Background: an optimization exercise with open tools, aiming at small area and a short achievable clock period. Do not read the settings as production practice.
Function was checked by simulation only, so behaviour that the tests miss may differ from the original.
No activity file was given, so power comes from the tool's default toggle rates.

v3:
Design cpu, start of the top module:
module cpu (
  input clk, rst,
  output [15:0] MeAaddr, Baddr,
  output [15:0] MeMemResult,
  output [1:0] MeMemControl,
  input [15:0] AmemRead, BmemRead,
  output [175:0] registerValue
);
==> flow/config.mk <==
export PLATFORM = sky130hd
export DESIGN_NAME = cpu
export DESIGN_NICKNAME = cpu
export VERILOG_FILES = /design/flow/design.v
export SDC_FILE = /design/flow/constraint.sdc
export NUM_CORES = 4
export LEC_CHECK = 0
export CAP_MARGIN = 20
export CORE_MARGIN = 2
export CORE_UTILIZATION = 55
export SETUP_SLACK_MARGIN = 5
export SLEW_MARGIN = 20
export SYNTH_HIERARCHICAL = 1
==> flow/constraint.sdc <==
create_clock -name core_clock -period 10.5 [get_ports {clk}]
set_input_delay 2.1000 -clock core_clock [delete_from_list [all_inputs] [get_ports {clk}]]
set_output_delay 2.1000 -clock core_clock [all_outputs]
set_load 0.01 [all_outputs]
standard.sh (not shown) runs the stock make flow with config.mk's settings and CLKGATE_MAP_FILE= SYNTH_SCRIPT=/design/flow/synth_recipe.tcl, a recipe that flattens the netlist after the stock synthesis.
==> flow/flow/run.sh <==
#!/bin/bash
# The standard layout with these changes to how it is made:
# - synthesis maps with an area-leaning ABC script (flow/abc_speed.script, put in
#   place of ORFS's in a copy of its scripts folder); everything else in synthesis
#   is ORFS's own, so the registers are the standard synthesis's;
# - the smallest buffer (buf_1) on the ports;
# - clock tree synthesis without dummy loads, built from clkbuf_4 and clkbuf_8;
# - timing repair free to resize a cell into one of another footprint.
set -euo pipefail
rm -rf myscripts
cp -r "$FLOW_HOME/scripts" myscripts
cp flow/abc_speed.script myscripts/abc_speed.script
bash standard.sh "SCRIPTS_DIR=$PWD/myscripts" \
  "BUFFER_PORTS_ARGS=-buffer_cell sky130_fd_sc_hd__buf_1" \
  "CTS_ARGS=-sink_clustering_enable -repair_clock_nets -dont_use_dummy_load -buf_list {sky130_fd_sc_hd__clkbuf_4 sky130_fd_sc_hd__clkbuf_8}" \
  "MATCH_CELL_FOOTPRINT=0" finish > make.log 2>&1
==> flow/flow/abc_speed.script <==
&get -n
&st
&dch
&nf -R 100
&put
Modified inputs, v46 compared to v3
==> flow/flow/run.sh <==
#!/bin/bash
# The standard layout with these changes to how it is made:
# - synthesis maps with an area-leaning ABC script (flow/abc_speed.script, put in
#   place of ORFS's in a copy of its scripts folder); everything else in synthesis
#   is ORFS's own, so the registers are the standard synthesis's;
# - the smallest buffer (buf_1) on the ports;
# - clock tree synthesis without dummy loads;
# - timing repair free to resize a cell into one of another footprint.
set -euo pipefail
rm -rf myscripts
cp -r "$FLOW_HOME/scripts" myscripts
cp flow/abc_speed.script myscripts/abc_speed.script
bash standard.sh "SCRIPTS_DIR=$PWD/myscripts" \
  "BUFFER_PORTS_ARGS=-buffer_cell sky130_fd_sc_hd__buf_1" \
  "CTS_ARGS=-sink_clustering_enable -repair_clock_nets -dont_use_dummy_load" \
  "MATCH_CELL_FOOTPRINT=0" finish > make.log 2>&1
### Flow results
Between v46 and v3, the worst slack on hold paths is higher for v46.
Compared with v3, v46 shows a number of global-route vias before repair that is 78 lower.
Between v46 and v3, it is v46 whose buffering overhead is lower, by 0.38 points.
Relative area change from synthesis to final layout (v46 over v3): increase, 0.65 points
Diff v3 -> v46 | utilization | increase of 0.36 points
Between v46 and v3, largest stage delay on the critical path is higher for v3, v46 comes in under that.
Looking at reported leakage power across both flows, v46 is the weaker of the two, with v3 ahead.
v46 reports its slowest cell on the critical path as nor4_4 while v3 reports dfrtp_2.
Looking only at fmax, and setting everything else aside, the higher value of v46 and v3 goes to v46.
Number of clock buffers inserted by TritonCTS: lower on v46
Synthesized area per cell came out exactly the same in v46 and v3.
Between v46 and v3, the count of vias placed by the detailed router figures differ only marginally.
### v46 -> v13
Settings: CORE_UTILIZATION: 55 -> 60.
Results
Against v46, v13 reports a minimum clock period after layout that is higher. v13 vs v46: horizontal die dimension down. v13 | stages: all done | timing, DRC, antenna: all pass. Between v46 and v13, the difference in clock transition time at the flip-flop clock pins of the worst setup and hold paths is negligible. v46 has a lower non-clock buffer count than v13. Going from v46 to v13, vias after detailed routing rose by 600; area added between synthesis and finish held steady.
Relative to v13, the following input files were edited for v16:
Settings: CORE_UTILIZATION now 55, was 60.
==> flow/flow/run.sh <==
#!/bin/bash
# The standard layout with these changes to how it is made:
# - synthesis maps with an area-leaning ABC script (flow/abc_speed.script, put in
#   place of ORFS's in a copy of its scripts folder); everything else in synthesis
#   is ORFS's own, so the registers are the standard synthesis's;
# - the smallest buffer (buf_1) on the ports;
# - clock tree synthesis without dummy loads, built from clkbuf_8;
# - timing repair free to resize a cell into one of another footprint.
set -euo pipefail
rm -rf myscripts
cp -r "$FLOW_HOME/scripts" myscripts
cp flow/abc_speed.script myscripts/abc_speed.script
bash standard.sh "SCRIPTS_DIR=$PWD/myscripts" \
  "BUFFER_PORTS_ARGS=-buffer_cell sky130_fd_sc_hd__buf_1" \
  "CTS_ARGS=-sink_clustering_enable -repair_clock_nets -dont_use_dummy_load -buf_list {sky130_fd_sc_hd__clkbuf_8}" \
  "MATCH_CELL_FOOTPRINT=0" finish > make.log 2>&1
--- outcome ---
In v16 the worst IR drop on VDD turned out about 30% lower than in v13.
Combinational power share is lower on v13
The number of cells on the critical path in v16 sits 11 above the value recorded for v13.
v16 -> v13: initial antenna violation count delta 0, exact match
Post-route DRC violation count: v16 vs v13 identical
v16 has fraction of area in registers above what v13 had.
Summary of v16 over v13: maximum net fanout on the critical path has decreased; power density over the cells lost 2.8%; post-route cell area shrank by 0.55%; total power decreased by 3.3% relative to the old numbers.

==> static timing again, ports no longer ideal <==
No port has a modelled driver above. Below, the same layouts with a new extraction and two added sets of constraints. Step 1 sets driving cells, clkbuf_16 on the clock port and buf_2 on the other inputs (assumed; they add their load-dependent delay and slew). Step 2 also shifts input and output timing later by t, the mid clock arrival at the registers, as if the neighbouring blocks saw the same clock. Slacks: no drivers / after step 1 / after step 2; pairs: no drivers / after step 1.
| run | t (ns) | setup WS [ns] | worst setup path after step 2 |
|---|---|---|---|
| v3 | 0.660 | 4.490 / 4.439 / 4.479 | input to output |
| v46 | 0.579 | 4.510 / 4.486 / 4.281 | input to register |
| v13 | 0.577 | 4.453 / 4.411 / 4.411 | input to output |
| v16 | 0.660 | 4.490 / 4.439 / 4.479 | input to output |
After both steps setup and hold are still met in every run listed. The setup slack of v46, which loses most, moves by -0.024 ns with the drivers and by -0.229 ns with both steps.
